This design comes from an exercise in tuning for small area and a short achievable clock period on the open sky130 flow, not from production work.
Function was checked by simulation only, so behaviour that the tests miss may differ from the original.

==> wip/fjord <==
// unified_computing_system
module unified_computing_system (
    input      [15:0] d_a, input [15:0] d_b, input [1:0] op_code,
    input clk, input rstn, input en_a, input en_b, input en_result,
    input cin, input bin,
    output reg [31:0] result, output reg [15:0] remainder,
    output reg cout, output reg bout, output reg overflow_flag, output reg error_flag);
Settings: LEC_CHECK=0, CAP_MARGIN=20, CORE_MARGIN=2, CORE_UTILIZATION=60, SETUP_SLACK_MARGIN=5, SLEW_MARGIN=20; clock period 26.0 ns.
run.sh (not shown) runs the stock make flow with config.mk's settings and CLKGATE_MAP_FILE= SYNTH_SCRIPT=/design/flow/synth_recipe.tcl, a recipe that flattens the netlist after the stock synthesis.
==> inputs of wip/lagoon, as changes to wip/fjord <==
--- a/flow/config.mk
+++ b/flow/config.mk
@@ -8,5 +8,4 @@
 export CAP_MARGIN = 20
 export CORE_MARGIN = 2
-export CORE_UTILIZATION = 60
-export SETUP_SLACK_MARGIN = 5
+export CORE_UTILIZATION = 40
 export SLEW_MARGIN = 20
==> impl_metrics.toml <==
[run_status]
status = "timing/DRC/antenna clean"

[critical_path]
r2r_end = "remainder[7]"
cp-startpoint = "qb[7]"
worstRegToRegCells = 77

[final_layout]
num-clock-buffers = 9

[drt]
wl_met1_um = 31360
drt_iter0_markers = 1842

[sta]
maxSlewHeadroom_pct = 32.95

[die]
fp.dieH_um = 194.1
That was wip/fjord.
==> impl_metrics.toml <==
[sta]
maxSlewViolCount = 0

[critical_path]
worstRegToRegCells = 72
critPathSlowestCell = "a41o_1"
r2r_end = "remainder[14]"
cp-startpoint = "qb[1]"

[drt]
vias = 19730
wl_met1_um = 35090
drt_iter0_markers = 1853

[run_status]
status = "timing/DRC/antenna clean"

[final_layout]
num-clock-buffers = 11

[die]
fp.dieH_um = 236.9
That was wip/lagoon.

==> run a: inputs <==
unified_computing_system, a different RTL version from the one above (not shown whole).
==> flow/config.mk <==
export PLATFORM = sky130hd
export DESIGN_NAME = unified_computing_system
export DESIGN_NICKNAME = unified_computing_system
export VERILOG_FILES = /design/flow/design.v
export SDC_FILE = /design/flow/constraint.sdc
export NUM_CORES = 4
export LEC_CHECK = 0
export CAP_MARGIN = 20
export CORE_MARGIN = 2
export CORE_UTILIZATION = 60
export SLEW_MARGIN = 20
==> flow/constraint.sdc <==
create_clock -name core_clock -period 26.0 [get_ports {clk}]
set_input_delay 5.2000 -clock core_clock [delete_from_list [all_inputs] [get_ports {clk}]]
set_output_delay 5.2000 -clock core_clock [all_outputs]
set_load 0.01 [all_outputs]
standard.sh (not shown) runs the stock make flow with config.mk's settings and CLKGATE_MAP_FILE= SYNTH_SCRIPT=/design/flow/synth_recipe.tcl, a recipe that flattens the netlist after the stock synthesis.
==> flow/flow/run.sh <==
#!/bin/bash
# Standard ORFS layout, with a larger setup repair margin and minimum-size port buffers.
set -euo pipefail
bash standard.sh SETUP_SLACK_MARGIN=14 "BUFFER_PORTS_ARGS=-buffer_cell sky130_fd_sc_hd__buf_1" finish > standard_flow.log 2>&1
==> run b: changes against run a <==
==> flow/flow/run.sh (replaced) <==
#!/bin/bash
# Standard ORFS layout, with a larger setup repair margin and minimum-size port buffers.
set -euo pipefail
bash standard.sh SETUP_SLACK_MARGIN=10 "BUFFER_PORTS_ARGS=-buffer_cell sky130_fd_sc_hd__buf_1" "SYNTH_ARGS=-noabc" finish > standard_flow.log 2>&1
--- a/flow/config.mk
+++ b/flow/config.mk
@@ -7,2 +7,3 @@
 export LEC_CHECK = 0
+export ABC_AREA = 1
 export CAP_MARGIN = 20
==> run c: changes against run a <==
==> flow/flow/run.sh (replaced) <==
#!/bin/bash
# Standard ORFS layout, with a larger setup repair margin and minimum-size port buffers.
set -euo pipefail
bash standard.sh SETUP_SLACK_MARGIN=14 "BUFFER_PORTS_ARGS=-buffer_cell sky130_fd_sc_hd__buf_1" "SYNTH_ARGS=-noabc" finish > standard_flow.log 2>&1
--- a/flow/config.mk
+++ b/flow/config.mk
@@ -7,2 +7,3 @@
 export LEC_CHECK = 0
+export ABC_AREA = 1
 export CAP_MARGIN = 20
==> run d: changes against run a <==
==> flow/flow/run.sh (replaced) <==
#!/bin/bash
# Standard ORFS layout, with a larger setup repair margin and minimum-size port buffers.
set -euo pipefail
bash standard.sh SETUP_SLACK_MARGIN=10 "BUFFER_PORTS_ARGS=-buffer_cell sky130_fd_sc_hd__buf_1" finish > standard_flow.log 2>&1
==> qor summary <==
metric	run b	run c	run a	run d
Number of antenna violations at the first check in global routing	1	0	3	3
Area used by sequential logic in the layout	1690 sq um	1720 sq um	1730 sq um	1720 sq um
Fin crit period	14.07 ns	12.21 ns	15.95 ns	15.88 ns
Largest net degree at the start of global routing	54	54	62	62
Area enclosed by the die boundary	41600 sq um	41600 sq um	40400 sq um	40400 sq um
Number of gates resized after cts	0	59	409	217
Post-placement cell count	4339	4335	3437	3435
Proportion of cell area occupied by multi-input gates	0.777	0.743	0.748	0.758
Outcome	finished clean	finished clean	finished clean	finished clean
Master of the slowest instance on the critical path	sky130_fd_sc_hd__dfxtp_1	sky130_fd_sc_hd__fa_1	sky130_fd_sc_hd__o211ai_1	sky130_fd_sc_hd__or4_4
Hold Slack	0.465 ns	0.468 ns	0.456 ns	0.451 ns
Arr. time, crit path	14.32 ns	12.44 ns	16.24 ns	16.17 ns
Unrepaired setup endpoints after global routing	no	yes	yes	no
Count leader, synth	sky130_fd_sc_hd__nand2_1	sky130_fd_sc_hd__nand2_1	sky130_fd_sc_hd__nor2_1	sky130_fd_sc_hd__nor2_1
Adder-cell share of the synthesized area	0.261	0.261	0.291	0.291

==> job 6337 <==
Another version of the RTL of unified_computing_system (not shown whole).
Design unified_computing_system, start of the top module:
module unified_computing_system (
    input      [15:0] d_a, input [15:0] d_b, input [1:0] op_code,
    input clk, input rstn, input en_a, input en_b, input en_result,
    input cin, input bin,
    output reg [31:0] result, output reg [15:0] remainder,
    output reg cout, output reg bout, output reg overflow_flag, output reg error_flag);
==> flow/config.mk <==
export PLATFORM = sky130hd
export DESIGN_NAME = unified_computing_system
export DESIGN_NICKNAME = unified_computing_system
export VERILOG_FILES = /design/flow/design.v
export SDC_FILE = /design/flow/constraint.sdc
export NUM_CORES = 4
export LEC_CHECK = 0
export ABC_AREA = 1
export CAP_MARGIN = 20
export CORE_MARGIN = 2
export CORE_UTILIZATION = 60
export SLEW_MARGIN = 20
==> flow/constraint.sdc <==
create_clock -name core_clock -period 26.0 [get_ports {clk}]
set_input_delay 5.2000 -clock core_clock [delete_from_list [all_inputs] [get_ports {clk}]]
set_output_delay 5.2000 -clock core_clock [all_outputs]
set_load 0.01 [all_outputs]
==> flow/flow/run.sh <==
#!/bin/bash
# Standard ORFS layout, with a larger setup repair margin and minimum-size port buffers.
set -euo pipefail
bash standard.sh SETUP_SLACK_MARGIN=18 "BUFFER_PORTS_ARGS=-buffer_cell sky130_fd_sc_hd__buf_1" "SYNTH_ARGS=-noabc" finish > standard_flow.log 2>&1
==> inputs of job 1184, as changes to job 6337 <==
==> flow/flow/run.sh (replaced) <==
#!/bin/bash
# Standard ORFS layout, with a larger setup repair margin and minimum-size port buffers.
set -euo pipefail
bash standard.sh SETUP_SLACK_MARGIN=14 "BUFFER_PORTS_ARGS=-buffer_cell sky130_fd_sc_hd__buf_1" "SYNTH_ARGS=-noabc" finish > standard_flow.log 2>&1
--- a/flow/config.mk
+++ b/flow/config.mk
@@ -10,3 +10,3 @@
 export CORE_MARGIN = 2
-export CORE_UTILIZATION = 60
+export CORE_UTILIZATION = 70
 export SLEW_MARGIN = 20
==> inputs of job 5698, as changes to job 6337 <==
==> flow/flow/run.sh (replaced) <==
#!/bin/bash
# Standard ORFS layout, with a larger setup repair margin and minimum-size port buffers.
set -euo pipefail
bash standard.sh SETUP_SLACK_MARGIN=16 "BUFFER_PORTS_ARGS=-buffer_cell sky130_fd_sc_hd__buf_1" "SYNTH_ARGS=-noabc" finish > standard_flow.log 2>&1
--- a/flow/config.mk
+++ b/flow/config.mk
@@ -10,3 +10,3 @@
 export CORE_MARGIN = 2
-export CORE_UTILIZATION = 60
+export CORE_UTILIZATION = 70
 export SLEW_MARGIN = 20
==> summary of the runs <==
Job 1184 completed without violations. Job 5698 did not get past global routing with GRT-0232. Job 6337 finished with timing, DRC and antenna clean.
Against job 6337, the via count of job 1184 is smaller by about 11%.
Against job 6337, the routed wire length of job 1184 is smaller by 21%.
Sequential share of layout area: job 6337 is lower than job 1184 (1.1 points).
First-iteration DRC count: job 6337 is higher than job 1184 (about 25%).
In job 1184 the utilization is lower than in job 6337, by 4.5 points.
In synthesized cell count, job 1184 and job 5698 do not differ.
Against job 6337, the worst setup slack of job 1184 is worse by 250 ps.
Between job 6337 and job 1184, the lower register-to-register slack is in job 1184 (gap 250 ps).
==> figures <==
Outcome: job 5698 aborted with a tool error; job 1184 timing/DRC/antenna clean; job 6337 timing/DRC/antenna clean
Failing step: job 5698 global routing; job 1184 -; job 6337 -
Post-route setup TNS: job 5698 -; job 1184 0 ps; job 6337 0 ps
Tcrit/Tclk final: job 5698 -; job 1184 0.449; job 6337 0.440
1st-pass router iterations: job 5698 -; job 1184 8; job 6337 11
Filler Cell Count: job 5698 -; job 1184 2737; job 6337 2652
Path category of the worst min-delay check: job 5698 -; job 1184 flop to flop; job 6337 flop to flop
Detail Route Antenna Nets: job 5698 -; job 1184 0; job 6337 0
Hold path depth: job 5698 -; job 1184 2; job 6337 2
Detailed Route Iter0 Violations: job 5698 -; job 1184 3836; job 6337 4784
Max-Slew Margin vs Limit: job 5698 -; job 1184 0.147; job 6337 0.284
Ratio of cells with drive above 1 in the final layout: job 5698 -; job 1184 0.152; job 6337 0.342
Ratio of layout area to synthesized area: job 5698 -; job 1184 1.084x; job 6337 1.347x
CTS clock-pin slew for the worst setup and hold paths: job 5698 -; job 1184 100 ps; job 6337 110 ps
Maximum capacitance violations: job 5698 -; job 1184 0; job 6337 0
CTS-repair resized insts: job 5698 480; job 1184 21; job 6337 520
# clk buffers: job 5698 -; job 1184 9; job 6337 10
Cell repeated most along the worst path: job 5698 -; job 1184 nand2_1; job 6337 nand2_4

port drivers added, routing unchanged:
How much do the figures lean on ideal ports? The routed layouts below were timed once more, with nothing changed but the port constraints.
Step 1 (the two cells are an assumption about what drives the block):
set clk [get_ports {clk}]
set_driving_cell -lib_cell sky130_fd_sc_hd__clkbuf_16 $clk
set_driving_cell -lib_cell sky130_fd_sc_hd__buf_2 [delete_from_list [all_inputs] $clk]
Step 2 moves the port delays by t, midway between the first and last clock arrival at a register: inputs arrive t later, outputs are due t later. That takes back most of the time a late clock gives input paths.
a / b / c = no drivers / after step 1 / after step 2; a / b = the first two.
| run | shift t [ns] | slack for setup (ns) | worst data-port slew with drivers (ns) | cell pins on the clock port's net |
|---|---|---|---|---|
| wip/fjord | 0.425 | 6.050 / 6.050 / 6.050 | 0.09 | 1 |
| wip/lagoon | 0.451 | 3.495 / 3.495 / 3.495 | 0.04 | 1 |
| run a | 0.471 | 10.049 / 10.049 / 10.049 | 0.07 | 1 |
| run b | 0.433 | 11.926 / 11.926 / 11.926 | 0.04 | 1 |
| run c | 0.415 | 13.790 / 13.790 / 13.790 | 0.04 | 1 |
| run d | 0.448 | 10.121 / 10.121 / 10.121 | 0.10 | 1 |
| job 6337 | 0.464 | 14.572 / 14.572 / 14.572 | 0.05 | 1 |
| job 1184 | 0.438 | 14.324 / 14.324 / 14.324 | 0.09 | 1 |
After both steps setup and hold are still met in every run listed.
